Source: an optimization exercise on an open RTL-to-GDS flow (aim: small area, a short achievable clock period and few clock cycles). Production flows keep margins and buffers that such runs may drop.
No run shown here included a check of the RTL's function; only the layout flow was run.

`constraint.sdc`:
```
create_clock -name core_clock -period 9.0 [get_ports {Clk}]
set_input_delay 1.8000 -clock core_clock [delete_from_list [all_inputs] [get_ports {Clk}]]
set_output_delay 1.8000 -clock core_clock [all_outputs]
set_load 0.01 [all_outputs]
```
`design.v`:
```
module HW3_FPMUL_SP(Clk, Rst, St, FPmplier, FPmcand, Done, Ovf, Unf, FPproduct);
  input Clk, Rst, St;
  input [31:0] FPmcand;
  input [31:0] FPmplier;
  output reg Done;
  output Ovf, Unf;
  output [31:0] FPproduct;
  reg busy;                 
  reg [22:0] M;             
  reg [25:1] M3;            
  reg [8:0] ES;             
  reg sgn;
  reg [24:0] P;             
  wire [23:0] mi = {1'b1, FPmcand[22:0]};
  wire [24:0] qi = {1'b1, FPmplier[22:0], 1'b0};    
  wire [25:0] m3i = {1'b0, mi, 1'b0} + {2'b00, mi};
  reg [7:0] s1, s2, s3, s4, ng;    
  wire [7:0] s1i, s2i, s3i, s4i, ngi;
  genvar g;
  generate for (g = 0; g < 8; g = g + 1) begin : enc
    wire [3:0] b = qi[3*g+3:3*g];
    wire [2:0] v = {1'b0, b[2], 1'b0} + b[1] + b[0];
    wire [2:0] a = b[3] ? 3'd4 - v : v;
    assign s1i[g] = (a == 3'd1);
    assign s2i[g] = (a == 3'd2);
    assign s3i[g] = (a == 3'd3);
    assign s4i[g] = (a == 3'd4);
    assign ngi[g] = b[3];
  end endgenerate
  always @(posedge Clk) begin
    M <= FPmcand[22:0];
    M3 <= m3i[25:1];
    s1 <= s1i; s2 <= s2i; s3 <= s3i; s4 <= s4i; ng <= ngi;
  end
  wire [25:0] m1 = {2'b01, M};
  wire [25:0] m2 = {1'b1, M, 1'b0};
  wire [25:0] m3 = {M3, M[0]};
  wire [25:0] m4 = {1'b1, M, 2'b00};
  wire [25:0] y0 = (({26{s1[0]}} & m1) | ({26{s2[0]}} & m2) | ({26{s3[0]}} & m3) | ({26{s4[0]}} & m4)) ^ {26{ng[0]}};
  wire [25:0] y1 = (({26{s1[1]}} & m1) | ({26{s2[1]}} & m2) | ({26{s3[1]}} & m3) | ({26{s4[1]}} & m4)) ^ {26{ng[1]}};
  wire [25:0] y2 = (({26{s1[2]}} & m1) | ({26{s2[2]}} & m2) | ({26{s3[2]}} & m3) | ({26{s4[2]}} & m4)) ^ {26{ng[2]}};
  wire [25:0] y3 = (({26{s1[3]}} & m1) | ({26{s2[3]}} & m2) | ({26{s3[3]}} & m3) | ({26{s4[3]}} & m4)) ^ {26{ng[3]}};
  wire [25:0] y4 = (({26{s1[4]}} & m1) | ({26{s2[4]}} & m2) | ({26{s3[4]}} & m3) | ({26{s4[4]}} & m4)) ^ {26{ng[4]}};
  wire [25:0] y5 = (({26{s1[5]}} & m1) | ({26{s2[5]}} & m2) | ({26{s3[5]}} & m3) | ({26{s4[5]}} & m4)) ^ {26{ng[5]}};
  wire [25:0] y6 = (({26{s1[6]}} & m1) | ({26{s2[6]}} & m2) | ({26{s3[6]}} & m3) | ({26{s4[6]}} & m4)) ^ {26{ng[6]}};
  wire [25:0] y7 = (({26{s1[7]}} & m1) | ({26{s2[7]}} & m2) | ({26{s3[7]}} & m3) | ({26{s4[7]}} & m4)) ^ {26{ng[7]}};
  wire ng0 = ng[0];
  wire ng1 = ng[1];
  wire ng2 = ng[2];
  wire ng3 = ng[3];
  wire ng4 = ng[4];
  wire ng5 = ng[5];
  wire ng6 = ng[6];
  wire ng7 = ng[7];
  wire fs0 = 1'b1 ^ ~ng0 ^ M[2];
  wire fc0 = (1'b1 & ~ng0) | (1'b1 & M[2]) | (~ng0 & M[2]);
  wire fs1 = 1'b1 ^ M[3];
  wire fc1 = 1'b1 & M[3];
  wire fs2 = 1'b1 ^ M[4];
  wire fc2 = 1'b1 & M[4];
  wire fs3 = ng5 ^ y0[15];
  wire fc3 = ng5 & y0[15];
  wire fs4 = y0[16] ^ y1[13];
  wire fc4 = y0[16] & y1[13];
  wire fs5 = y0[17] ^ y1[14];
  wire fc5 = y0[17] & y1[14];
  wire fs6 = ng6 ^ y0[18] ^ y1[15];
  wire fc6 = (ng6 & y0[18]) | (ng6 & y1[15]) | (y0[18] & y1[15]);
  wire fs7 = y2[12] ^ y3[9];
  wire fc7 = y2[12] & y3[9];
  wire fs8 = y0[19] ^ y1[16] ^ y2[13];
  wire fc8 = (y0[19] & y1[16]) | (y0[19] & y2[13]) | (y1[16] & y2[13]);
  wire fs9 = y3[10] ^ y4[7];
  wire fc9 = y3[10] & y4[7];
  wire fs10 = y0[20] ^ y1[17] ^ y2[14];
  wire fc10 = (y0[20] & y1[17]) | (y0[20] & y2[14]) | (y1[17] & y2[14]);
  wire fs11 = y3[11] ^ y4[8];
  wire fc11 = y3[11] & y4[8];
  wire fs12 = ng7 ^ y0[21] ^ y1[18];
  wire fc12 = (ng7 & y0[21]) | (ng7 & y1[18]) | (y0[21] & y1[18]);
  wire fs13 = y2[15] ^ y3[12] ^ y4[9];
  wire fc13 = (y2[15] & y3[12]) | (y2[15] & y4[9]) | (y3[12] & y4[9]);
  wire fs14 = y5[6] ^ y6[3];
  wire fc14 = y5[6] & y6[3];
  wire fs15 = y0[22] ^ y1[19] ^ y2[16];
  wire fc15 = (y0[22] & y1[19]) | (y0[22] & y2[16]) | (y1[19] & y2[16]);
  wire fs16 = y3[13] ^ y4[10] ^ y5[7];
  wire fc16 = (y3[13] & y4[10]) | (y3[13] & y5[7]) | (y4[10] & y5[7]);
  wire fs17 = y6[4] ^ y7[1];
  wire fc17 = y6[4] & y7[1];
  wire fs18 = y0[23] ^ y1[20] ^ y2[17];
  wire fc18 = (y0[23] & y1[20]) | (y0[23] & y2[17]) | (y1[20] & y2[17]);
  wire fs19 = y3[14] ^ y4[11] ^ y5[8];
  wire fc19 = (y3[14] & y4[11]) | (y3[14] & y5[8]) | (y4[11] & y5[8]);
  wire fs20 = y6[5] ^ y7[2];
  wire fc20 = y6[5] & y7[2];
  wire fs21 = M[0] ^ y0[24] ^ y1[21];
  wire fc21 = (M[0] & y0[24]) | (M[0] & y1[21]) | (y0[24] & y1[21]);
  wire fs22 = y2[18] ^ y3[15] ^ y4[12];
  wire fc22 = (y2[18] & y3[15]) | (y2[18] & y4[12]) | (y3[15] & y4[12]);
  wire fs23 = y5[9] ^ y6[6] ^ y7[3];
  wire fc23 = (y5[9] & y6[6]) | (y5[9] & y7[3]) | (y6[6] & y7[3]);
  wire fs24 = M[1] ^ y0[25] ^ y1[22];
  wire fc24 = (M[1] & y0[25]) | (M[1] & y1[22]) | (y0[25] & y1[22]);
  wire fs25 = y2[19] ^ y3[16] ^ y4[13];
  wire fc25 = (y2[19] & y3[16]) | (y2[19] & y4[13]) | (y3[16] & y4[13]);
  wire fs26 = y5[10] ^ y6[7] ^ y7[4];
  wire fc26 = (y5[10] & y6[7]) | (y5[10] & y7[4]) | (y6[7] & y7[4]);
  wire fs27 = fs0 ^ y1[23] ^ y2[20];
  wire fc27 = (fs0 & y1[23]) | (fs0 & y2[20]) | (y1[23] & y2[20]);
  wire fs28 = y3[17] ^ y4[14] ^ y5[11];
  wire fc28 = (y3[17] & y4[14]) | (y3[17] & y5[11]) | (y4[14] & y5[11]);
  wire fs29 = y6[8] ^ y7[5];
  wire fc29 = y6[8] & y7[5];
  wire fs30 = fc0 ^ y1[24] ^ y2[21];
  wire fc30 = (fc0 & y1[24]) | (fc0 & y2[21]) | (y1[24] & y2[21]);
  wire fs31 = y3[18] ^ y4[15] ^ y5[12];
  wire fc31 = (y3[18] & y4[15]) | (y3[18] & y5[12]) | (y4[15] & y5[12]);
  wire fs32 = y6[9] ^ y7[6] ^ fs1;
  wire fc32 = (y6[9] & y7[6]) | (y6[9] & fs1) | (y7[6] & fs1);
  wire fs33 = y1[25] ^ y2[22] ^ y3[19];
  wire fc33 = (y1[25] & y2[22]) | (y1[25] & y3[19]) | (y2[22] & y3[19]);
  wire fs34 = y4[16] ^ y5[13] ^ y6[10];
  wire fc34 = (y4[16] & y5[13]) | (y4[16] & y6[10]) | (y5[13] & y6[10]);
  wire fs35 = y7[7] ^ fc1 ^ fs2;
  wire fc35 = (y7[7] & fc1) | (y7[7] & fs2) | (fc1 & fs2);
  wire fs36 = ~ng1 ^ M[5] ^ y2[23];
  wire fc36 = (~ng1 & M[5]) | (~ng1 & y2[23]) | (M[5] & y2[23]);
  wire fs37 = y3[20] ^ y4[17] ^ y5[14];
  wire fc37 = (y3[20] & y4[17]) | (y3[20] & y5[14]) | (y4[17] & y5[14]);
  wire fs38 = y6[11] ^ y7[8] ^ fc2;
  wire fc38 = (y6[11] & y7[8]) | (y6[11] & fc2) | (y7[8] & fc2);
  wire fs39 = 1'b1 ^ M[6] ^ y2[24];
  wire fc39 = (1'b1 & M[6]) | (1'b1 & y2[24]) | (M[6] & y2[24]);
  wire fs40 = y3[21] ^ y4[18] ^ y5[15];
  wire fc40 = (y3[21] & y4[18]) | (y3[21] & y5[15]) | (y4[18] & y5[15]);
  wire fs41 = y6[12] ^ y7[9];
  wire fc41 = y6[12] & y7[9];
  wire fs42 = 1'b1 ^ M[7] ^ y2[25];
  wire fc42 = (1'b1 & M[7]) | (1'b1 & y2[25]) | (M[7] & y2[25]);
  wire fs43 = y3[22] ^ y4[19] ^ y5[16];
  wire fc43 = (y3[22] & y4[19]) | (y3[22] & y5[16]) | (y4[19] & y5[16]);
  wire fs44 = y6[13] ^ y7[10];
  wire fc44 = y6[13] & y7[10];
  wire fs45 = ~ng2 ^ M[8] ^ y3[23];
  wire fc45 = (~ng2 & M[8]) | (~ng2 & y3[23]) | (M[8] & y3[23]);
  wire fs46 = y4[20] ^ y5[17] ^ y6[14];
  wire fc46 = (y4[20] & y5[17]) | (y4[20] & y6[14]) | (y5[17] & y6[14]);
  wire fs47 = 1'b1 ^ M[9] ^ y3[24];
  wire fc47 = (1'b1 & M[9]) | (1'b1 & y3[24]) | (M[9] & y3[24]);
  wire fs48 = y4[21] ^ y5[18];
  wire fc48 = y4[21] & y5[18];
  wire fs49 = 1'b1 ^ M[10] ^ y3[25];
  wire fc49 = (1'b1 & M[10]) | (1'b1 & y3[25]) | (M[10] & y3[25]);
  wire fs50 = y4[22] ^ y5[19];
  wire fc50 = y4[22] & y5[19];
  wire fs51 = ~ng3 ^ M[11] ^ y4[23];
  wire fc51 = (~ng3 & M[11]) | (~ng3 & y4[23]) | (M[11] & y4[23]);
  wire fs52 = 1'b1 ^ M[12];
  wire fc52 = 1'b1 & M[12];
  wire fs53 = 1'b1 ^ M[13];
  wire fc53 = 1'b1 & M[13];
  wire fs54 = ng3 ^ y0[9];
  wire fc54 = ng3 & y0[9];
  wire fs55 = y0[10] ^ y1[7];
  wire fc55 = y0[10] & y1[7];
  wire fs56 = y0[11] ^ y1[8];
  wire fc56 = y0[11] & y1[8];
  wire fs57 = ng4 ^ y0[12] ^ y1[9];
  wire fc57 = (ng4 & y0[12]) | (ng4 & y1[9]) | (y0[12] & y1[9]);
  wire fs58 = y2[6] ^ y3[3];
  wire fc58 = y2[6] & y3[3];
  wire fs59 = y0[13] ^ y1[10] ^ y2[7];
  wire fc59 = (y0[13] & y1[10]) | (y0[13] & y2[7]) | (y1[10] & y2[7]);
  wire fs60 = y3[4] ^ y4[1];
  wire fc60 = y3[4] & y4[1];
  wire fs61 = y0[14] ^ y1[11] ^ y2[8];
  wire fc61 = (y0[14] & y1[11]) | (y0[14] & y2[8]) | (y1[11] & y2[8]);
  wire fs62 = y3[5] ^ y4[2];
  wire fc62 = y3[5] & y4[2];
  wire fs63 = y1[12] ^ y2[9] ^ y3[6];
  wire fc63 = (y1[12] & y2[9]) | (y1[12] & y3[6]) | (y2[9] & y3[6]);
  wire fs64 = y4[3] ^ y5[0] ^ fs3;
  wire fc64 = (y4[3] & y5[0]) | (y4[3] & fs3) | (y5[0] & fs3);
  wire fs65 = y2[10] ^ y3[7] ^ y4[4];
  wire fc65 = (y2[10] & y3[7]) | (y2[10] & y4[4]) | (y3[7] & y4[4]);
  wire fs66 = y5[1] ^ fc3 ^ fs4;
  wire fc66 = (y5[1] & fc3) | (y5[1] & fs4) | (fc3 & fs4);
  wire fs67 = y2[11] ^ y3[8] ^ y4[5];
  wire fc67 = (y2[11] & y3[8]) | (y2[11] & y4[5]) | (y3[8] & y4[5]);
  wire fs68 = y5[2] ^ fc4 ^ fs5;
  wire fc68 = (y5[2] & fc4) | (y5[2] & fs5) | (fc4 & fs5);
  wire fs69 = y4[6] ^ y5[3] ^ y6[0];
  wire fc69 = (y4[6] & y5[3]) | (y4[6] & y6[0]) | (y5[3] & y6[0]);
  wire fs70 = fc5 ^ fs6 ^ fs7;
  wire fc70 = (fc5 & fs6) | (fc5 & fs7) | (fs6 & fs7);
  wire fs71 = y5[4] ^ y6[1] ^ fc6;
  wire fc71 = (y5[4] & y6[1]) | (y5[4] & fc6) | (y6[1] & fc6);
  wire fs72 = fc7 ^ fs8 ^ fs9;
  wire fc72 = (fc7 & fs8) | (fc7 & fs9) | (fs8 & fs9);
  wire fs73 = y5[5] ^ y6[2] ^ fc8;
  wire fc73 = (y5[5] & y6[2]) | (y5[5] & fc8) | (y6[2] & fc8);
  wire fs74 = fc9 ^ fs10 ^ fs11;
  wire fc74 = (fc9 & fs10) | (fc9 & fs11) | (fs10 & fs11);
  wire fs75 = y7[0] ^ fc10 ^ fc11;
  wire fc75 = (y7[0] & fc10) | (y7[0] & fc11) | (fc10 & fc11);
  wire fs76 = fs12 ^ fs13 ^ fs14;
  wire fc76 = (fs12 & fs13) | (fs12 & fs14) | (fs13 & fs14);
  wire fs77 = fc12 ^ fc13 ^ fc14;
  wire fc77 = (fc12 & fc13) | (fc12 & fc14) | (fc13 & fc14);
  wire fs78 = fs15 ^ fs16 ^ fs17;
  wire fc78 = (fs15 & fs16) | (fs15 & fs17) | (fs16 & fs17);
  wire fs79 = fc15 ^ fc16 ^ fc17;
  wire fc79 = (fc15 & fc16) | (fc15 & fc17) | (fc16 & fc17);
  wire fs80 = fs18 ^ fs19 ^ fs20;
  wire fc80 = (fs18 & fs19) | (fs18 & fs20) | (fs19 & fs20);
  wire fs81 = fc18 ^ fc19 ^ fc20;
  wire fc81 = (fc18 & fc19) | (fc18 & fc20) | (fc19 & fc20);
  wire fs82 = fs21 ^ fs22 ^ fs23;
  wire fc82 = (fs21 & fs22) | (fs21 & fs23) | (fs22 & fs23);
  wire fs83 = fc21 ^ fc22 ^ fc23;
  wire fc83 = (fc21 & fc22) | (fc21 & fc23) | (fc22 & fc23);
  wire fs84 = fs24 ^ fs25 ^ fs26;
  wire fc84 = (fs24 & fs25) | (fs24 & fs26) | (fs25 & fs26);
  wire fs85 = fc24 ^ fc25 ^ fc26;
  wire fc85 = (fc24 & fc25) | (fc24 & fc26) | (fc25 & fc26);
  wire fs86 = fs27 ^ fs28 ^ fs29;
  wire fc86 = (fs27 & fs28) | (fs27 & fs29) | (fs28 & fs29);
  wire fs87 = fc27 ^ fc28 ^ fc29;
  wire fc87 = (fc27 & fc28) | (fc27 & fc29) | (fc28 & fc29);
  wire fs88 = fs30 ^ fs31 ^ fs32;
  wire fc88 = (fs30 & fs31) | (fs30 & fs32) | (fs31 & fs32);
  wire fs89 = fc30 ^ fc31 ^ fc32;
  wire fc89 = (fc30 & fc31) | (fc30 & fc32) | (fc31 & fc32);
  wire fs90 = fs33 ^ fs34 ^ fs35;
  wire fc90 = (fs33 & fs34) | (fs33 & fs35) | (fs34 & fs35);
  wire fs91 = fc33 ^ fc34 ^ fc35;
  wire fc91 = (fc33 & fc34) | (fc33 & fc35) | (fc34 & fc35);
  wire fs92 = fs36 ^ fs37 ^ fs38;
  wire fc92 = (fs36 & fs37) | (fs36 & fs38) | (fs37 & fs38);
  wire fs93 = fc36 ^ fc37 ^ fc38;
  wire fc93 = (fc36 & fc37) | (fc36 & fc38) | (fc37 & fc38);
  wire fs94 = fs39 ^ fs40 ^ fs41;
  wire fc94 = (fs39 & fs40) | (fs39 & fs41) | (fs40 & fs41);
  wire fs95 = fc39 ^ fc40 ^ fc41;
  wire fc95 = (fc39 & fc40) | (fc39 & fc41) | (fc40 & fc41);
  wire fs96 = fs42 ^ fs43 ^ fs44;
  wire fc96 = (fs42 & fs43) | (fs42 & fs44) | (fs43 & fs44);
  wire fs97 = y7[11] ^ fc42 ^ fc43;
  wire fc97 = (y7[11] & fc42) | (y7[11] & fc43) | (fc42 & fc43);
  wire fs98 = fc44 ^ fs45 ^ fs46;
  wire fc98 = (fc44 & fs45) | (fc44 & fs46) | (fs45 & fs46);
  wire fs99 = y6[15] ^ y7[12] ^ fc45;
  wire fc99 = (y6[15] & y7[12]) | (y6[15] & fc45) | (y7[12] & fc45);
  wire fs100 = fc46 ^ fs47 ^ fs48;
  wire fc100 = (fc46 & fs47) | (fc46 & fs48) | (fs47 & fs48);
  wire fs101 = y6[16] ^ y7[13] ^ fc47;
  wire fc101 = (y6[16] & y7[13]) | (y6[16] & fc47) | (y7[13] & fc47);
  wire fs102 = fc48 ^ fs49 ^ fs50;
  wire fc102 = (fc48 & fs49) | (fc48 & fs50) | (fs49 & fs50);
  wire fs103 = y5[20] ^ y6[17] ^ y7[14];
  wire fc103 = (y5[20] & y6[17]) | (y5[20] & y7[14]) | (y6[17] & y7[14]);
  wire fs104 = fc49 ^ fc50 ^ fs51;
  wire fc104 = (fc49 & fc50) | (fc49 & fs51) | (fc50 & fs51);
  wire fs105 = y4[24] ^ y5[21] ^ y6[18];
  wire fc105 = (y4[24] & y5[21]) | (y4[24] & y6[18]) | (y5[21] & y6[18]);
  wire fs106 = y7[15] ^ fs52 ^ fc51;
  wire fc106 = (y7[15] & fs52) | (y7[15] & fc51) | (fs52 & fc51);
  wire fs107 = y4[25] ^ y5[22] ^ y6[19];
  wire fc107 = (y4[25] & y5[22]) | (y4[25] & y6[19]) | (y5[22] & y6[19]);
  wire fs108 = y7[16] ^ fc52 ^ fs53;
  wire fc108 = (y7[16] & fc52) | (y7[16] & fs53) | (fc52 & fs53);
  wire fs109 = ~ng4 ^ M[14] ^ y5[23];
  wire fc109 = (~ng4 & M[14]) | (~ng4 & y5[23]) | (M[14] & y5[23]);
  wire fs110 = y6[20] ^ y7[17] ^ fc53;
  wire fc110 = (y6[20] & y7[17]) | (y6[20] & fc53) | (y7[17] & fc53);
  wire fs111 = 1'b1 ^ M[15] ^ y5[24];
  wire fc111 = (1'b1 & M[15]) | (1'b1 & y5[24]) | (M[15] & y5[24]);
  wire fs112 = y6[21] ^ y7[18];
  wire fc112 = y6[21] & y7[18];
  wire fs113 = 1'b1 ^ M[16] ^ y5[25];
  wire fc113 = (1'b1 & M[16]) | (1'b1 & y5[25]) | (M[16] & y5[25]);
  wire fs114 = y6[22] ^ y7[19];
  wire fc114 = y6[22] & y7[19];
  wire fs115 = ~ng5 ^ M[17] ^ y6[23];
  wire fc115 = (~ng5 & M[17]) | (~ng5 & y6[23]) | (M[17] & y6[23]);
  wire fs116 = 1'b1 ^ M[18];
  wire fc116 = 1'b1 & M[18];
  wire fs117 = 1'b1 ^ M[19];
  wire fc117 = 1'b1 & M[19];
  wire fs118 = ng2 ^ y0[6];
  wire fc118 = ng2 & y0[6];
  wire fs119 = y0[7] ^ y1[4];
  wire fc119 = y0[7] & y1[4];
  wire fs120 = y0[8] ^ y1[5];
  wire fc120 = y0[8] & y1[5];
  wire fs121 = y1[6] ^ y2[3] ^ y3[0];
  wire fc121 = (y1[6] & y2[3]) | (y1[6] & y3[0]) | (y2[3] & y3[0]);
  wire fs122 = y2[4] ^ y3[1] ^ fc54;
  wire fc122 = (y2[4] & y3[1]) | (y2[4] & fc54) | (y3[1] & fc54);
  wire fs123 = y2[5] ^ y3[2] ^ fc55;
  wire fc123 = (y2[5] & y3[2]) | (y2[5] & fc55) | (y3[2] & fc55);
  wire fs124 = y4[0] ^ fc56 ^ fs57;
  wire fc124 = (y4[0] & fc56) | (y4[0] & fs57) | (fc56 & fs57);
  wire fs125 = fc57 ^ fc58 ^ fs59;
  wire fc125 = (fc57 & fc58) | (fc57 & fs59) | (fc58 & fs59);
  wire fs126 = fc59 ^ fc60 ^ fs61;
  wire fc126 = (fc59 & fc60) | (fc59 & fs61) | (fc60 & fs61);
  wire fs127 = fc61 ^ fc62 ^ fs63;
  wire fc127 = (fc61 & fc62) | (fc61 & fs63) | (fc62 & fs63);
  wire fs128 = fc63 ^ fs65 ^ fc64;
  wire fc128 = (fc63 & fs65) | (fc63 & fc64) | (fs65 & fc64);
  wire fs129 = fc65 ^ fs67 ^ fc66;
  wire fc129 = (fc65 & fs67) | (fc65 & fc66) | (fs67 & fc66);
  wire fs130 = fc67 ^ fs69 ^ fc68;
  wire fc130 = (fc67 & fs69) | (fc67 & fc68) | (fs69 & fc68);
  wire fs131 = fc69 ^ fc70 ^ fs71;
  wire fc131 = (fc69 & fc70) | (fc69 & fs71) | (fc70 & fs71);
  wire fs132 = fc71 ^ fc72 ^ fs73;
  wire fc132 = (fc71 & fc72) | (fc71 & fs73) | (fc72 & fs73);
  wire fs133 = fc73 ^ fc74 ^ fs75;
  wire fc133 = (fc73 & fc74) | (fc73 & fs75) | (fc74 & fs75);
  wire fs134 = fc75 ^ fc76 ^ fs77;
  wire fc134 = (fc75 & fc76) | (fc75 & fs77) | (fc76 & fs77);
  wire fs135 = fc77 ^ fc78 ^ fs79;
  wire fc135 = (fc77 & fc78) | (fc77 & fs79) | (fc78 & fs79);
  wire fs136 = fc79 ^ fc80 ^ fs81;
  wire fc136 = (fc79 & fc80) | (fc79 & fs81) | (fc80 & fs81);
  wire fs137 = fc81 ^ fc82 ^ fs83;
  wire fc137 = (fc81 & fc82) | (fc81 & fs83) | (fc82 & fs83);
  wire fs138 = fc83 ^ fc84 ^ fs85;
  wire fc138 = (fc83 & fc84) | (fc83 & fs85) | (fc84 & fs85);
  wire fs139 = fc85 ^ fc86 ^ fs87;
  wire fc139 = (fc85 & fc86) | (fc85 & fs87) | (fc86 & fs87);
  wire fs140 = fc87 ^ fc88 ^ fs89;
  wire fc140 = (fc87 & fc88) | (fc87 & fs89) | (fc88 & fs89);
  wire fs141 = fc89 ^ fc90 ^ fs91;
  wire fc141 = (fc89 & fc90) | (fc89 & fs91) | (fc90 & fs91);
  wire fs142 = fc91 ^ fc92 ^ fs93;
  wire fc142 = (fc91 & fc92) | (fc91 & fs93) | (fc92 & fs93);
  wire fs143 = fc93 ^ fc94 ^ fs95;
  wire fc143 = (fc93 & fc94) | (fc93 & fs95) | (fc94 & fs95);
  wire fs144 = fc95 ^ fc96 ^ fs97;
  wire fc144 = (fc95 & fc96) | (fc95 & fs97) | (fc96 & fs97);
  wire fs145 = fc97 ^ fc98 ^ fs99;
  wire fc145 = (fc97 & fc98) | (fc97 & fs99) | (fc98 & fs99);
  wire fs146 = fc99 ^ fc100 ^ fs101;
  wire fc146 = (fc99 & fc100) | (fc99 & fs101) | (fc100 & fs101);
  wire fs147 = fs103 ^ fc101 ^ fc102;
  wire fc147 = (fs103 & fc101) | (fs103 & fc102) | (fc101 & fc102);
  wire fs148 = fc103 ^ fs105 ^ fc104;
  wire fc148 = (fc103 & fs105) | (fc103 & fc104) | (fs105 & fc104);
  wire fs149 = fc105 ^ fs107 ^ fs108;
  wire fc149 = (fc105 & fs107) | (fc105 & fs108) | (fs107 & fs108);
  wire fs150 = fc107 ^ fc108 ^ fs109;
  wire fc150 = (fc107 & fc108) | (fc107 & fs109) | (fc108 & fs109);
  wire fs151 = fc109 ^ fc110 ^ fs111;
  wire fc151 = (fc109 & fc110) | (fc109 & fs111) | (fc110 & fs111);
  wire fs152 = fc111 ^ fc112 ^ fs113;
  wire fc152 = (fc111 & fc112) | (fc111 & fs113) | (fc112 & fs113);
  wire fs153 = y7[20] ^ fc113 ^ fc114;
  wire fc153 = (y7[20] & fc113) | (y7[20] & fc114) | (fc113 & fc114);
  wire fs154 = y6[24] ^ y7[21] ^ fs116;
  wire fc154 = (y6[24] & y7[21]) | (y6[24] & fs116) | (y7[21] & fs116);
  wire fs155 = y6[25] ^ y7[22] ^ fc116;
  wire fc155 = (y6[25] & y7[22]) | (y6[25] & fc116) | (y7[22] & fc116);
  wire fs156 = ~ng6 ^ M[20] ^ y7[23];
  wire fc156 = (~ng6 & M[20]) | (~ng6 & y7[23]) | (M[20] & y7[23]);
  wire fs157 = 1'b1 ^ M[21];
  wire fc157 = 1'b1 & M[21];
  wire fs158 = 1'b1 ^ M[22];
  wire fc158 = 1'b1 & M[22];
  wire fs159 = ng1 ^ y0[3];
  wire fc159 = ng1 & y0[3];
  wire fs160 = y0[4] ^ y1[1];
  wire fc160 = y0[4] & y1[1];
  wire fs161 = y0[5] ^ y1[2];
  wire fc161 = y0[5] & y1[2];
  wire fs162 = y1[3] ^ y2[0] ^ fs118;
  wire fc162 = (y1[3] & y2[0]) | (y1[3] & fs118) | (y2[0] & fs118);
  wire fs163 = y2[1] ^ fc118 ^ fs119;
  wire fc163 = (y2[1] & fc118) | (y2[1] & fs119) | (fc118 & fs119);
  wire fs164 = y2[2] ^ fc119 ^ fs120;
  wire fc164 = (y2[2] & fc119) | (y2[2] & fs120) | (fc119 & fs120);
  wire fs165 = fs54 ^ fc120 ^ fs121;
  wire fc165 = (fs54 & fc120) | (fs54 & fs121) | (fc120 & fs121);
  wire fs166 = fs55 ^ fc121 ^ fs122;
  wire fc166 = (fs55 & fc121) | (fs55 & fs122) | (fc121 & fs122);
  wire fs167 = fs56 ^ fc122 ^ fs123;
  wire fc167 = (fs56 & fc122) | (fs56 & fs123) | (fc122 & fs123);
  wire fs168 = fs58 ^ fc123 ^ fs124;
  wire fc168 = (fs58 & fc123) | (fs58 & fs124) | (fc123 & fs124);
  wire fs169 = fs60 ^ fc124 ^ fs125;
  wire fc169 = (fs60 & fc124) | (fs60 & fs125) | (fc124 & fs125);
  wire fs170 = fs62 ^ fc125 ^ fs126;
  wire fc170 = (fs62 & fc125) | (fs62 & fs126) | (fc125 & fs126);
  wire fs171 = fs64 ^ fc126 ^ fs127;
  wire fc171 = (fs64 & fc126) | (fs64 & fs127) | (fc126 & fs127);
  wire fs172 = fs66 ^ fc127 ^ fs128;
  wire fc172 = (fs66 & fc127) | (fs66 & fs128) | (fc127 & fs128);
  wire fs173 = fs68 ^ fc128 ^ fs129;
  wire fc173 = (fs68 & fc128) | (fs68 & fs129) | (fc128 & fs129);
  wire fs174 = fs70 ^ fc129 ^ fs130;
  wire fc174 = (fs70 & fc129) | (fs70 & fs130) | (fc129 & fs130);
  wire fs175 = fs72 ^ fc130 ^ fs131;
  wire fc175 = (fs72 & fc130) | (fs72 & fs131) | (fc130 & fs131);
  wire fs176 = fs74 ^ fc131 ^ fs132;
  wire fc176 = (fs74 & fc131) | (fs74 & fs132) | (fc131 & fs132);
  wire fs177 = fs76 ^ fc132 ^ fs133;
  wire fc177 = (fs76 & fc132) | (fs76 & fs133) | (fc132 & fs133);
  wire fs178 = fs78 ^ fc133 ^ fs134;
  wire fc178 = (fs78 & fc133) | (fs78 & fs134) | (fc133 & fs134);
  wire fs179 = fs80 ^ fc134 ^ fs135;
  wire fc179 = (fs80 & fc134) | (fs80 & fs135) | (fc134 & fs135);
  wire fs180 = fs82 ^ fc135 ^ fs136;
  wire fc180 = (fs82 & fc135) | (fs82 & fs136) | (fc135 & fs136);
  wire fs181 = fs84 ^ fc136 ^ fs137;
  wire fc181 = (fs84 & fc136) | (fs84 & fs137) | (fc136 & fs137);
  wire fs182 = fs86 ^ fc137 ^ fs138;
  wire fc182 = (fs86 & fc137) | (fs86 & fs138) | (fc137 & fs138);
  wire fs183 = fs88 ^ fc138 ^ fs139;
  wire fc183 = (fs88 & fc138) | (fs88 & fs139) | (fc138 & fs139);
  wire fs184 = fs90 ^ fc139 ^ fs140;
  wire fc184 = (fs90 & fc139) | (fs90 & fs140) | (fc139 & fs140);
  wire fs185 = fs92 ^ fc140 ^ fs141;
  wire fc185 = (fs92 & fc140) | (fs92 & fs141) | (fc140 & fs141);
  wire fs186 = fs94 ^ fc141 ^ fs142;
  wire fc186 = (fs94 & fc141) | (fs94 & fs142) | (fc141 & fs142);
  wire fs187 = fs96 ^ fc142 ^ fs143;
  wire fc187 = (fs96 & fc142) | (fs96 & fs143) | (fc142 & fs143);
  wire fs188 = fs98 ^ fc143 ^ fs144;
  wire fc188 = (fs98 & fc143) | (fs98 & fs144) | (fc143 & fs144);
  wire fs189 = fs100 ^ fc144 ^ fs145;
  wire fc189 = (fs100 & fc144) | (fs100 & fs145) | (fc144 & fs145);
  wire fs190 = fs102 ^ fc145 ^ fs146;
  wire fc190 = (fs102 & fc145) | (fs102 & fs146) | (fc145 & fs146);
  wire fs191 = fs104 ^ fc146 ^ fs147;
  wire fc191 = (fs104 & fc146) | (fs104 & fs147) | (fc146 & fs147);
  wire fs192 = fs106 ^ fc147 ^ fs148;
  wire fc192 = (fs106 & fc147) | (fs106 & fs148) | (fc147 & fs148);
  wire fs193 = fc106 ^ fs149 ^ fc148;
  wire fc193 = (fc106 & fs149) | (fc106 & fc148) | (fs149 & fc148);
  wire fs194 = fs110 ^ fc149 ^ fs150;
  wire fc194 = (fs110 & fc149) | (fs110 & fs150) | (fc149 & fs150);
  wire fs195 = fs112 ^ fc150 ^ fs151;
  wire fc195 = (fs112 & fc150) | (fs112 & fs151) | (fc150 & fs151);
  wire fs196 = fs114 ^ fc151 ^ fs152;
  wire fc196 = (fs114 & fc151) | (fs114 & fs152) | (fc151 & fs152);
  wire fs197 = fs115 ^ fc152 ^ fs153;
  wire fc197 = (fs115 & fc152) | (fs115 & fs153) | (fc152 & fs153);
  wire fs198 = fc115 ^ fs154 ^ fc153;
  wire fc198 = (fc115 & fs154) | (fc115 & fc153) | (fs154 & fc153);
  wire fs199 = fs117 ^ fc154 ^ fs155;
  wire fc199 = (fs117 & fc154) | (fs117 & fs155) | (fc154 & fs155);
  wire fs200 = fc117 ^ fc155 ^ fs156;
  wire fc200 = (fc117 & fc155) | (fc117 & fs156) | (fc155 & fs156);
  wire fs201 = y7[24] ^ fs157 ^ fc156;
  wire fc201 = (y7[24] & fs157) | (y7[24] & fc156) | (fs157 & fc156);
  wire fs202 = y7[25] ^ fc157 ^ fs158;
  wire fc202 = (y7[25] & fc157) | (y7[25] & fs158) | (fc157 & fs158);
  wire fs203 = 1'b1 ^ ~ng7 ^ fc158;
  wire fc203 = (1'b1 & ~ng7) | (1'b1 & fc158) | (~ng7 & fc158);
  wire [47:0] TS = {fc202, fc201, fc200, fc199, fc198, fc197, fc196, fc195, fc194, fc193, fc192, fc191, fc190, fc189, fc188, fc187, fc186, fc185, fc184, fc183, fc182, fc181, fc180, fc179, fc178, fc177, fc176, fc175, fc174, fc173, fc172, fc171, fc170, fc169, fc168, fc167, fc166, fc165, fc164, fc163, fc162, fc161, fc160, fc159, y1[0], y0[2], y0[1], ng0};
  wire [47:0] TC = {fs203, fs202, fs201, fs200, fs199, fs198, fs197, fs196, fs195, fs194, fs193, fs192, fs191, fs190, fs189, fs188, fs187, fs186, fs185, fs184, fs183, fs182, fs181, fs180, fs179, fs178, fs177, fs176, fs175, fs174, fs173, fs172, fs171, fs170, fs169, fs168, fs167, fs166, fs165, fs164, fs163, fs162, fs161, fs160, fs159, 1'b0, 1'b0, y0[0]};
  wire [47:0] PF = TS + TC;
  always @(posedge Clk) begin
    if (Rst) begin
      Done <= 1'b1;
      busy <= 1'b0;
    end else begin
      Done <= !(Done && St);
      busy <= Done && St;
    end
    if (Done && St) begin
      ES <= FPmcand[30:23] + FPmplier[30:23];
      sgn <= FPmcand[31] ^ FPmplier[31];
    end
    if (busy) P <= PF[47:23];
  end
  wire p47 = P[24];
  assign FPproduct[22:0] = p47 ? P[23:1] : P[22:0];
  assign FPproduct[30:23] = ES[7:0] + 8'd129 + p47;
  assign FPproduct[31] = sgn;
  assign Ovf = p47 ? (ES >= 9'd381) : (ES >= 9'd382);
  assign Unf = p47 ? (ES <= 9'd126) : (ES <= 9'd127);
endmodule
```
`config.mk`:
```
export PLATFORM = sky130hd
export DESIGN_NAME = HW3_FPMUL_SP
export DESIGN_NICKNAME = HW3_FPMUL_SP
export VERILOG_FILES = /design/flow/design.v
export SDC_FILE = /design/flow/constraint.sdc
export NUM_CORES = 4
export LEC_CHECK = 0
export ABC_CLOCK_PERIOD_IN_PS = 3500
export CAP_MARGIN = 20
export CORE_MARGIN = 2
export CORE_UTILIZATION = 40
export SETUP_SLACK_MARGIN = 5
export SLEW_MARGIN = 20
```
`run.sh`:
```
#!/bin/bash
# synth_recipe.tcl (not shown) runs the flow's synth.tcl, then flattens the netlist and writes it again
# the make line also repeats each setting of config.mk as NAME=value (left out here)
make -C /OpenROAD-flow-scripts/flow DESIGN_CONFIG=/design/flow/config.mk WORK_HOME=/design/flow/orfs CLKGATE_MAP_FILE= SYNTH_SCRIPT=/design/flow/synth_recipe.tcl finish
```
==> results of run 1 <==
-- registers in the layout (all words and copies together) (netlist names), 7 cells and up --
name  flops
M3       25
s3        8
s1        8
M        23
ng        7
s4        8
s2        8
ES        9
P        25
-- worst paths after layout --
kind | startpoint | to | slack (ns)
max | M[8] | P[20] | 3.69
min | Done | Done | 0.81
max reg2reg | M[8] | P[20] | 3.69
min reg2reg | Done | Done | 0.81
-- Yosys cell counts, types with 40 or more instances --
library cell,instances,area share
xor2_1,40,0.021
inv_1,230,0.051
a221oi_1,168,0.087
fa_1,161,0.19
dfxtp_1,89,0.10
a22o_1,159,0.082
clkbuf_1,159,0.035
a21oi_1,67,0.020
xnor2_1,197,0.10
ha_1,136,0.10
nor2_1,77,0.017
nand2_1,49,0.011
-- timing repair --
| action | CTS | global route |
|---|---|---|
| pin swaps | 72 | 63 |
| hold endpoints to repair | 0 | 0 |
| setup buffers | 55 | 17 |
| setup endpoints to repair | 36 | 30 |
| resized for setup | 230 | 109 |
| gates cloned | 13 | 4 |
| hold buffers | 0 | 0 |
-- cell families after synthesis --
group / Yosys count / synth area share
XOR/XNOR: 237 / 0.122
buffers and inverters: 413 / 0.0916
adder cells (fa/ha/maj): 297 / 0.290
AND/OR/NAND/NOR: 205 / 0.0557
AO/OA/AOI/OAI: 552 / 0.258
flip-flops: 124 / 0.167
multiplexers: 24 / 0.0161
-- metrics by stage --
step | instance area (um2) | hold slack, ns | worst slack [ns] | cells | util
after global routing | 21900 | 0.885 | 3.52 | 2489 | 0.523
after floorplan | 17700 | 0.751 | 4.00 | 1852 | -
final | 21900 | 0.812 | 3.69 | 2489 | 0.523
after detailed placement | 18800 | 0.814 | 3.04 | 2368 | 0.449
after global placement | 18800 | 0.811 | 3.10 | 2368 | 0.449
after CTS | 21200 | 0.832 | 3.73 | 2468 | 0.506
-- tightest hold or removal path: cells and delay by family (launching register included) --
kind | cells | cell delay [ns]
simple gates | 2 | 0.47
flops | 1 | 0.30
-- cell type report --
type	count	area, um2
Multi-Input combinational cell	1315	14000
Clock buffer	17	425
Inverter	233	878
Clock inverter	15	151
Fill cell	3691	20000
Timing Repair Buffer	246	2880
Sequential cell	124	2930
Tap cell	539	674
-- routing by layer --
layer	up-vias	wire [um]
li1	6806	-
met1	7476	25500
met2	1047	26100
met3	223	7580
met4	0	3250
met5	-	0
==> results.sh, run 1 <==
export IMPL_path_clk_slew_ns=0.06
export IMPL_end_kind="flop"
export IMPL_required_ns=9.21
export IMPL_hold_path_class="flop to flop"
export IMPL_ys_types=61
export IMPL_synth_ff_latch_count=124
export IMPL_dp_hpwl_um=40100
export IMPL_grt_pass1_vias=15296
export IMPL_slowest_stage="fa_2"
export IMPL_area_growth_synth_to_final_pct=29.1
export IMPL_route_detailed_drc=0
export IMPL_setup_viol=0
export IMPL_totalWireLength_um=62400
export IMPL_pin_count=102
export IMPL_die_x_um=210
export IMPL_cp_arrival_ns=5.52
export IMPL_crit_type="flop to flop"
export IMPL_grt_overflow=0
export IMPL_min_period_over_period=0.590
export IMPL_fin_worst_skew_ns=0.0112
export IMPL_wl_per_cell_um=25.1
export IMPL_timing_slew_headroom=0.309
export IMPL_die_area_mm2=0.0441
export IMPL_synth_warnings=1
export IMPL_worst_pin_slew_ns=1.03
export IMPL_setup_tns_ns=0
export IMPL_synth_edff_count=35
export IMPL_clk_latency_ns=0.46
export IMPL_grt_pass1_wl_um=93600
export IMPL_report_final_slew_viol_count=0
export IMPL_grt_max_degree=29
export IMPL_cp_cell_sequence="buf_8 -> a22o_1 -> a221oi_2 -> xnor2_2 -> fa_2 -> inv_1 -> fa_1 -> fa_1 -> fa_1 -> ha_2 -> a21o_1 -> a21o_1 -> a21oi_4 -> o2111ai_2 -> o211ai_1 -> buf_4 -> buf_4 -> nand3_4 -> a221oi_2 -> xnor2_1"
export IMPL_antenna_found_initial=0
export IMPL_async_reset_ff_frac=0
export IMPL_hold_viol_final=0
export IMPL_rows=75
export IMPL_track_usage=0.280
export IMPL_cts_tree="built"
export IMPL_globalRouteMet1Util=0.373
export IMPL_cp_depth=20
export IMPL_reg2reg_depth=20
export IMPL_coreArea_mm2=0.0419
export IMPL_status="timing/DRC/antenna clean"
export IMPL_drt_iter0_drc=1670
export IMPL_fin_crit_ns=5.31
export IMPL_use_met2=0.411
export IMPL_cp_slowest_stage_delay_ns=0.57
export IMPL_rsz0062_at_grt="true"
export IMPL_die_y_um=210
export IMPL_syn_instance_count=1852
export IMPL_syn_cell_area_mm2=0.0170
export IMPL_fmax_ghz=0.188
export IMPL_start_util=0.405
export IMPL_vias=15552
export IMPL_grt_busiest_layer="met2"
export IMPL_critPathTopFamily="adder cells"
export IMPL_synth_area_per_cell_um2=9.17
export IMPL_crit_fanout=25
export IMPL_path_common_cell="fa_1"
export IMPL_layout_commonest_cell="inv_1"
export IMPL_clockBufferDepth=2
export IMPL_yosysSeqAreaShare=0.167
export IMPL_drtPass1Iterations=7
export IMPL_synth_flop_cell="dfxtp_1"
export IMPL_cts_root_buf="clkbuf_16"
export IMPL_layout_nets=2301
export IMPL_routed_via_density=6.25
export IMPL_final_cell_mix="216 x inv_1, 185 x xnor2_1, 158 x a22o_1, 122 x fa_1, 107 x ha_1"
export IMPL_h_tree_depth=4
export IMPL_num_antenna_cells=0
export IMPL_holdPathStages=2
export IMPL_ant_nets=0
export IMPL_routabilityCongestion=0.940
export IMPL_io_buffers=101
export IMPL_synth_net_count=2216
export IMPL_use_met3=0.0891
export IMPL_cts_buffers=17
export IMPL_post_route_cells_drive_above_1_share=0.245
export IMPL_crit_buf_inv=4
export IMPL_clock_sinks=124
export IMPL_drv_cap=0
export IMPL_cp_start_kind="flop"
==> inputs of run 2 (changes only) <==
--- a/config.mk
+++ b/config.mk
@@ -9,5 +9,4 @@
 export CAP_MARGIN = 20
 export CORE_MARGIN = 2
 export CORE_UTILIZATION = 40
-export SETUP_SLACK_MARGIN = 5
 export SLEW_MARGIN = 20
==> run 2 against run 1 <==
Flip-flop and latch count is the same. Utilization shrank 7.2 points. Setup slack lost 0.86 ns. Cell count shrank 3.8%. Via count shrank 5.6%. Global-route usage shrank 2.7 points.
==> results.sh, run 2 <==
export IMPL_worst_slack_ns=2.83
export IMPL_ant_nets=0
export IMPL_synth_ff_latch_count=124
export IMPL_path_common_cell="fa_1"
export IMPL_crit_fanout=26
export IMPL_synth_area_per_cell_um2=9.17
export IMPL_setup_tns_ns=0
export IMPL_grt_pass1_vias=14411
export IMPL_cp_cell_sequence="a22o_1 -> a221oi_1 -> xnor2_1 -> fa_1 -> fa_1 -> fa_1 -> fa_1 -> ha_1 -> a21o_1 -> a21o_1 -> a21oi_1 -> o2111ai_1 -> o211ai_1 -> nand4_1 -> a31o_2 -> a21oi_1 -> xnor2_1"
export IMPL_wl_per_cell_um=23.3
export IMPL_vias=14679
export IMPL_reg2reg_depth=17
export IMPL_hold_viol_final=0
export IMPL_post_place_ws_ns=2.96
export IMPL_grt_max_degree=29
export IMPL_holdWs_ns=0.804
export IMPL_clockBufferDepth=2
export IMPL_path_clk_slew_ns=0.05
export IMPL_fin_worst_skew_ns=0.0174
export IMPL_rsz0062_at_grt="false"
export IMPL_area_growth_synth_to_final_pct=11.3
export IMPL_cts_resized=0
export IMPL_route_detailed_drc=0
export IMPL_async_reset_ff_frac=0
export IMPL_min_period_over_period=0.685
export IMPL_met1Wirelength_um=24000
export IMPL_dp_cells=2364
export IMPL_cts_buffers=17
export IMPL_route_met3_wl_um=6620
export IMPL_num_antenna_cells=0
export IMPL_rows=75
export IMPL_start_util=0.405
export IMPL_cp_arrival_ns=6.35
export IMPL_cts_hold_buffers=0
export IMPL_cts_root_buf="clkbuf_16"
export IMPL_antenna_found_initial=0
export IMPL_top_layer_used="met4"
export IMPL_coreArea_mm2=0.0419
export IMPL_drt_iter0_drc=1838
export IMPL_holdPathStages=2
export IMPL_timing_slew_headroom=0.280
export IMPL_clock_sinks=124
export IMPL_totalWireLength_um=55700
export IMPL_status="timing/DRC/antenna clean"
export IMPL_top_regs="M3 x25, P x25, M x23"
export IMPL_io_buffers=101
export IMPL_layout_nets=2208
export IMPL_synth_common_cells="230 x inv_1, 197 x xnor2_1, 168 x a221oi_1"
export IMPL_worst_pin_slew_ns=1.08
export IMPL_yosysTopAreaCell="fa_1"
export IMPL_final_cell_count_no_fill=2394
export IMPL_die_x_um=210
export IMPL_clk_latency_ns=0.45
export IMPL_synth_edff_count=35
export IMPL_synth_flop_cell="dfxtp_1"
export IMPL_layout_commonest_cell="inv_1"
export IMPL_grt_pass1_wl_um=85800
export IMPL_dp_hpwl_um=40100
export IMPL_fin_crit_ns=6.17
export IMPL_synth_warnings=1
export IMPL_hold_path_class="flop to flop"
export IMPL_wl_met2_um=23500
export IMPL_syn_cell_area_mm2=0.0170
export IMPL_synthTopCellsByArea="fa_1 19%, dfxtp_1 10%, xnor2_1 10%"
export IMPL_cp_start_kind="flop"
export IMPL_cts_tree="built"
export IMPL_cp_slowest_stage_delay_ns=0.95
export IMPL_h_tree_depth=4
export IMPL_post_route_util=0.451
export IMPL_slowest_stage="dfxtp_1"
export IMPL_drtPass1Iterations=8
export IMPL_holdCritStartpoint="Done"
export IMPL_place_area_mm2=0.0184
export IMPL_end_kind="flop"
export IMPL_track_usage=0.253
export IMPL_fmax_ghz=0.162
export IMPL_crit_type="flop to flop"
export IMPL_pin_count=102
export IMPL_setup_viol=0
export IMPL_post_cts_buffers=0
export IMPL_drv_cap=0
export IMPL_required_ns=9.19
export IMPL_fin_area_mm2=0.0189
export IMPL_synth_net_count=2216
export IMPL_yosysSeqAreaShare=0.167
export IMPL_routed_via_density=6.13
export IMPL_die_area_mm2=0.0441
export IMPL_routabilityCongestion=0.951
export IMPL_die_y_um=210
export IMPL_report_final_slew_viol_count=0
export IMPL_final_cell_mix="230 x inv_1, 197 x xnor2_1, 168 x a221oi_1, 161 x fa_1, 159 x a22o_1"
export IMPL_ys_types=61
export IMPL_setup_reg_to_reg_worst_slack_ns=2.83
export IMPL_grt_overflow=0
export IMPL_synth_most_common_cell="inv_1"
export IMPL_syn_instance_count=1852
export IMPL_post_route_cells_drive_above_1_share=0.0620
export IMPL_synth_top_cell_area_share=0.190
export IMPL_cp_startpoint="s3[3]"
export IMPL_r2r_start="s3[3]"
run 2: cell type report:
type                    instances  area (um2)
fillers                      4024       23000
multi-input cells            1315       12600
flip-flops and latches        124        2830
repair buffers                153        1400
inverters                     233         875
well taps                     539         674
clock buffers                  22         464
clock inverters                 8        68.8
run 2: cells by family after synthesis:
family / share of synthesized area
xor+xnor: 0.122
mux: 0.0161
buf+inv: 0.0916
compound gates: 0.258
flops: 0.167
fa+ha+maj: 0.290
simple gates: 0.0557
run 2: path summary, 6_finish.rpt:
path,end
max,P[19]
min,Done
max reg2reg,P[19]
min reg2reg,Done
run 2: layer usage:
| metal | GRT usage | vias to the layer above |
|---|---|---|
| li1 | - | 6587 |
| met1 | 0.348 | 7120 |
| met2 | 0.373 | 851 |
| met3 | 0.0797 | 121 |
| met4 | 0.0907 | 0 |
| met5 | 0 | - |
run 2: worst max-delay path, delay by kind of cell (launching register included):
family	cells	cell delay, ns
adder cells (fa/ha/maj)	5	2.37
AO/OA/AOI/OAI	9	2.01
flip-flops	1	0.95
XOR/XNOR	2	0.38
AND/OR/NAND/NOR	1	0.19
==> inputs of run 3 (changes only) <==
--- a/design.v
+++ b/design.v
@@ -14,24 +14,24 @@
   wire [23:0] mi = {1'b1, FPmcand[22:0]};
   wire [24:0] qi = {1'b1, FPmplier[22:0], 1'b0};    
   wire [25:0] m3i = {1'b0, mi, 1'b0} + {2'b00, mi};
-  reg [7:0] s1, s2, s3, s4, ng;    
-  wire [7:0] s1i, s2i, s3i, s4i, ngi;
+  reg [24:0] Q;
+  always @(posedge Clk) begin
+    M <= FPmcand[22:0];
+    M3 <= m3i[25:1];
+    Q <= qi;
+  end
+  wire [7:0] s1, s2, s3, s4, ng;
   genvar g;
   generate for (g = 0; g < 8; g = g + 1) begin : enc
-    wire [3:0] b = qi[3*g+3:3*g];
+    wire [3:0] b = Q[3*g+3:3*g];
     wire [2:0] v = {1'b0, b[2], 1'b0} + b[1] + b[0];
     wire [2:0] a = b[3] ? 3'd4 - v : v;
-    assign s1i[g] = (a == 3'd1);
-    assign s2i[g] = (a == 3'd2);
-    assign s3i[g] = (a == 3'd3);
-    assign s4i[g] = (a == 3'd4);
-    assign ngi[g] = b[3];
+    assign s1[g] = (a == 3'd1);
+    assign s2[g] = (a == 3'd2);
+    assign s3[g] = (a == 3'd3);
+    assign s4[g] = (a == 3'd4);
+    assign ng[g] = b[3];
   end endgenerate
-  always @(posedge Clk) begin
-    M <= FPmcand[22:0];
-    M3 <= m3i[25:1];
-    s1 <= s1i; s2 <= s2i; s3 <= s3i; s4 <= s4i; ng <= ngi;
-  end
   wire [25:0] m1 = {2'b01, M};
   wire [25:0] m2 = {1'b1, M, 1'b0};
   wire [25:0] m3 = {M3, M[0]};
--- a/config.mk
+++ b/config.mk
@@ -9,4 +9,5 @@
 export CAP_MARGIN = 20
 export CORE_MARGIN = 2
 export CORE_UTILIZATION = 40
+export SETUP_SLACK_MARGIN = 5
 export SLEW_MARGIN = 20
==> run 3 against run 2 <==
Cell area rose by 14%. Highest routed layer unchanged. Register-to-register slack about the same. Hold slack got worse by 0.076 ns. Flip-flop and latch count fell by 16. Critical endpoint is now P[16].
==> results.sh, run 3 <==
export IMPL_post_route_util=0.505
export IMPL_ant_nets=0
export IMPL_final_cell_mix="237 x nand2_1, 211 x inv_1, 170 x xnor2_1, 138 x fa_1, 108 x buf_4"
export IMPL_synth_ff_latch_count=108
export IMPL_synth_warnings=1
export IMPL_min_period_over_period=0.686
export IMPL_met1Wirelength_um=25500
export IMPL_required_ns=9.15
export IMPL_dp_hpwl_um=43000
export IMPL_routabilityCongestion=0.966
export IMPL_track_usage=0.282
export IMPL_reg2reg_depth=22
export IMPL_status="timing/DRC/antenna clean"
export IMPL_cp_arrival_ns=6.32
export IMPL_wl_met2_um=27300
export IMPL_ys_types=72
export IMPL_cts_hold_buffers=0
export IMPL_grt_pass1_wl_um=95500
export IMPL_timing_slew_headroom=0.362
export IMPL_clockBufferDepth=2
export IMPL_setup_viol=0
export IMPL_synth_edff_count=35
export IMPL_antenna_found_initial=0
export IMPL_die_y_um=212
export IMPL_fin_worst_skew_ns=0.0196
export IMPL_setup_tns_ns=0
export IMPL_hold_path_class="flop to flop"
export IMPL_totalWireLength_um=64000
export IMPL_clk_latency_ns=0.41
export IMPL_synth_top_cell_area_share=0.187
export IMPL_synth_flop_cell="dfxtp_1"
export IMPL_drv_cap=0
export IMPL_crit_buf_inv=3
export IMPL_top_layer_used="met4"
export IMPL_holdCritStartpoint="busy"
export IMPL_route_met3_wl_um=8070
export IMPL_pin_count=102
export IMPL_die_x_um=212
export IMPL_cts_tree="built"
export IMPL_synth_net_count=2361
export IMPL_rows=76
export IMPL_cp_start_kind="flop"
export IMPL_r2r_end="P[16]"
export IMPL_synth_most_common_cell="nand2_1"
export IMPL_crit_fanout=5
export IMPL_drtPass1Iterations=11
export IMPL_grt_max_degree=27
export IMPL_fin_crit_ns=6.18
export IMPL_path_clk_slew_ns=0.09
export IMPL_route_detailed_drc=0
export IMPL_path_common_cell="ha_4"
export IMPL_post_route_cells_drive_above_1_share=0.208
export IMPL_whs_endpoint="P[3]"
export IMPL_top_regs="M3 x25, P x25"
export IMPL_grt_pass1_vias=15790
export IMPL_wl_per_cell_um=24.2
export IMPL_worst_pin_slew_ns=0.956
export IMPL_routed_via_density=6.18
export IMPL_layout_nets=2451
export IMPL_yosysSeqAreaShare=0.146
export IMPL_yosysTopAreaCell="fa_1"
export IMPL_async_reset_ff_frac=0
export IMPL_die_area_mm2=0.0447
export IMPL_setup_reg_to_reg_worst_slack_ns=2.82
export IMPL_clock_sinks=108
export IMPL_syn_cell_area_mm2=0.0172
export IMPL_vias=16318
export IMPL_crit_type="flop to flop"
export IMPL_cts_buffers=9
export IMPL_fmax_ghz=0.162
export IMPL_h_tree_depth=3
export IMPL_layout_commonest_cell="nand2_1"
export IMPL_report_final_slew_viol_count=0
export IMPL_drt_iter0_drc=2492
export IMPL_cp_slowest_stage_delay_ns=0.58
export IMPL_rsz0062_at_grt="true"
export IMPL_num_antenna_cells=0
export IMPL_io_buffers=101
export IMPL_area_growth_synth_to_final_pct=25.4
export IMPL_coreArea_mm2=0.0428
export IMPL_end_kind="flop"
export IMPL_cp_cell_sequence="buf_12 -> ha_4 -> ha_4 -> xnor2_4 -> and3b_4 -> buf_4 -> a22o_1 -> a221oi_2 -> xnor2_2 -> fa_2 -> fa_2 -> fa_1 -> fa_1 -> ha_4 -> nand2_2 -> or3_1 -> a211o_1 -> a31oi_4 -> o21a_1 -> buf_4 -> nor2_2 -> o211a_1"
export IMPL_synth_area_per_cell_um2=8.61
export IMPL_r2r_start="Q[6]"
export IMPL_start_util=0.402
export IMPL_critPathTopFamily="adder cells"
export IMPL_grt_overflow=0
export IMPL_hold_viol_final=0
export IMPL_synthTopCellsByArea="fa_1 19%, xnor2_1 10%, ha_1 9.6%"
export IMPL_holdPathStages=0
export IMPL_cts_root_buf="clkbuf_16"
export IMPL_syn_instance_count=2001
export IMPL_slowest_stage="fa_1"
export IMPL_synth_common_cells="242 x nand2_1, 222 x inv_1, 199 x xnor2_1"
-- run 3: cell count changes after synthesis, moves of 11 or more --
cell,before,now
dfxtp_1,89,73
a22oi_1,25,40
o21ai_0,25,36
a222oi_1,7,88
a21oi_1,67,83
a22o_1,159,65
a221oi_1,168,64
a221o_1,1,14
nor2_1,77,54
nand2_1,49,242
-- run 3: how the worst max path moves through the flow --
stage / start / endpoint / slack (ns) / cells after the start
floorplan: Q[3] / P[16] / 3.29 / 22
global placement: Q[9] / P[16] / 1.67 / 21
detailed placement: Q[9] / P[16] / 1.65 / 21
CTS: Q[6] / P[16] / 2.82 / 23
global route: Q[18] / P[17] / 2.64 / 28
finish: Q[6] / P[16] / 2.82 / 22
-- run 3: stage by stage --
step / std cells / setup slack, ns / cell area (um2) / hold slack (ns)
finish: 2642 / 2.82 / 21600 / 0.728
global route: 2642 / 2.64 / 21600 / 0.773
CTS: 2615 / 2.82 / 21000 / 0.864
detailed placement: 2515 / 1.65 / 19300 / 0.850
global placement: 2515 / 1.67 / 19300 / 0.833
floorplan: 2001 / 3.29 / 18000 / 0.751
-- run 3: layout make-up --
class                   count  area [um2]
fillers                  3989       21200
multi-input cells        1490       14700
flip-flops and latches    108        2540
repair buffers            258        2540
inverters                 224         841
well taps                 546         683
clock buffers              10         239
clock inverters             6        71.3
-- run 3: cells by family after synthesis --
| family | count (synthesis) | synth area share |
|---|---|---|
| mux | 30 | 0.0192 |
| buf+inv | 411 | 0.0908 |
| compound gates | 489 | 0.224 |
| xor+xnor | 249 | 0.127 |
| fa+ha+maj | 293 | 0.283 |
| simple gates | 421 | 0.111 |
| flops | 108 | 0.146 |
-- run 3: routing by layer --
| metal | vias up | track usage |
|---|---|---|
| li1 | 7226 | - |
| met1 | 7750 | 0.367 |
| met2 | 1117 | 0.428 |
| met3 | 225 | 0.0871 |
| met4 | 0 | 0.127 |
| met5 | - | 0 |
-- run 3: repair_timing --
action / CTS / global route
setup endpoints to repair: 37 / 38
cloned: 14 / 2
buffers inserted: 70 / 25
pin swaps: 82 / 35
resized for setup: 136 / 84

-- port drivers added, routing unchanged --
The flow's constraints put no driver on any port. The routed layouts listed below were extracted and timed again, unchanged, in two steps.
Step 1 sets driving cells, clkbuf_16 on the clock port and buf_2 on the other inputs (assumed; they add their load-dependent delay and slew).
Step 2, shift: input delay + t, output delay - t, t = (earliest + latest rising clock arrival at the registers) / 2. This alone moves slack from input paths to output paths.
a / b / c = ideal / step 1 / step 2; a / b = the first two.
run	t (ns)	setup slack, ns	slew at the worst register clock pin (ns)
run 1	0.512	3.691 / 3.691 / 3.691	0.07 / 0.07
run 2	0.496	2.831 / 2.831 / 2.831	0.06 / 0.06
run 3	0.449	2.823 / 2.823 / 2.823	0.09 / 0.09
After both steps setup and hold are still met in every run listed.
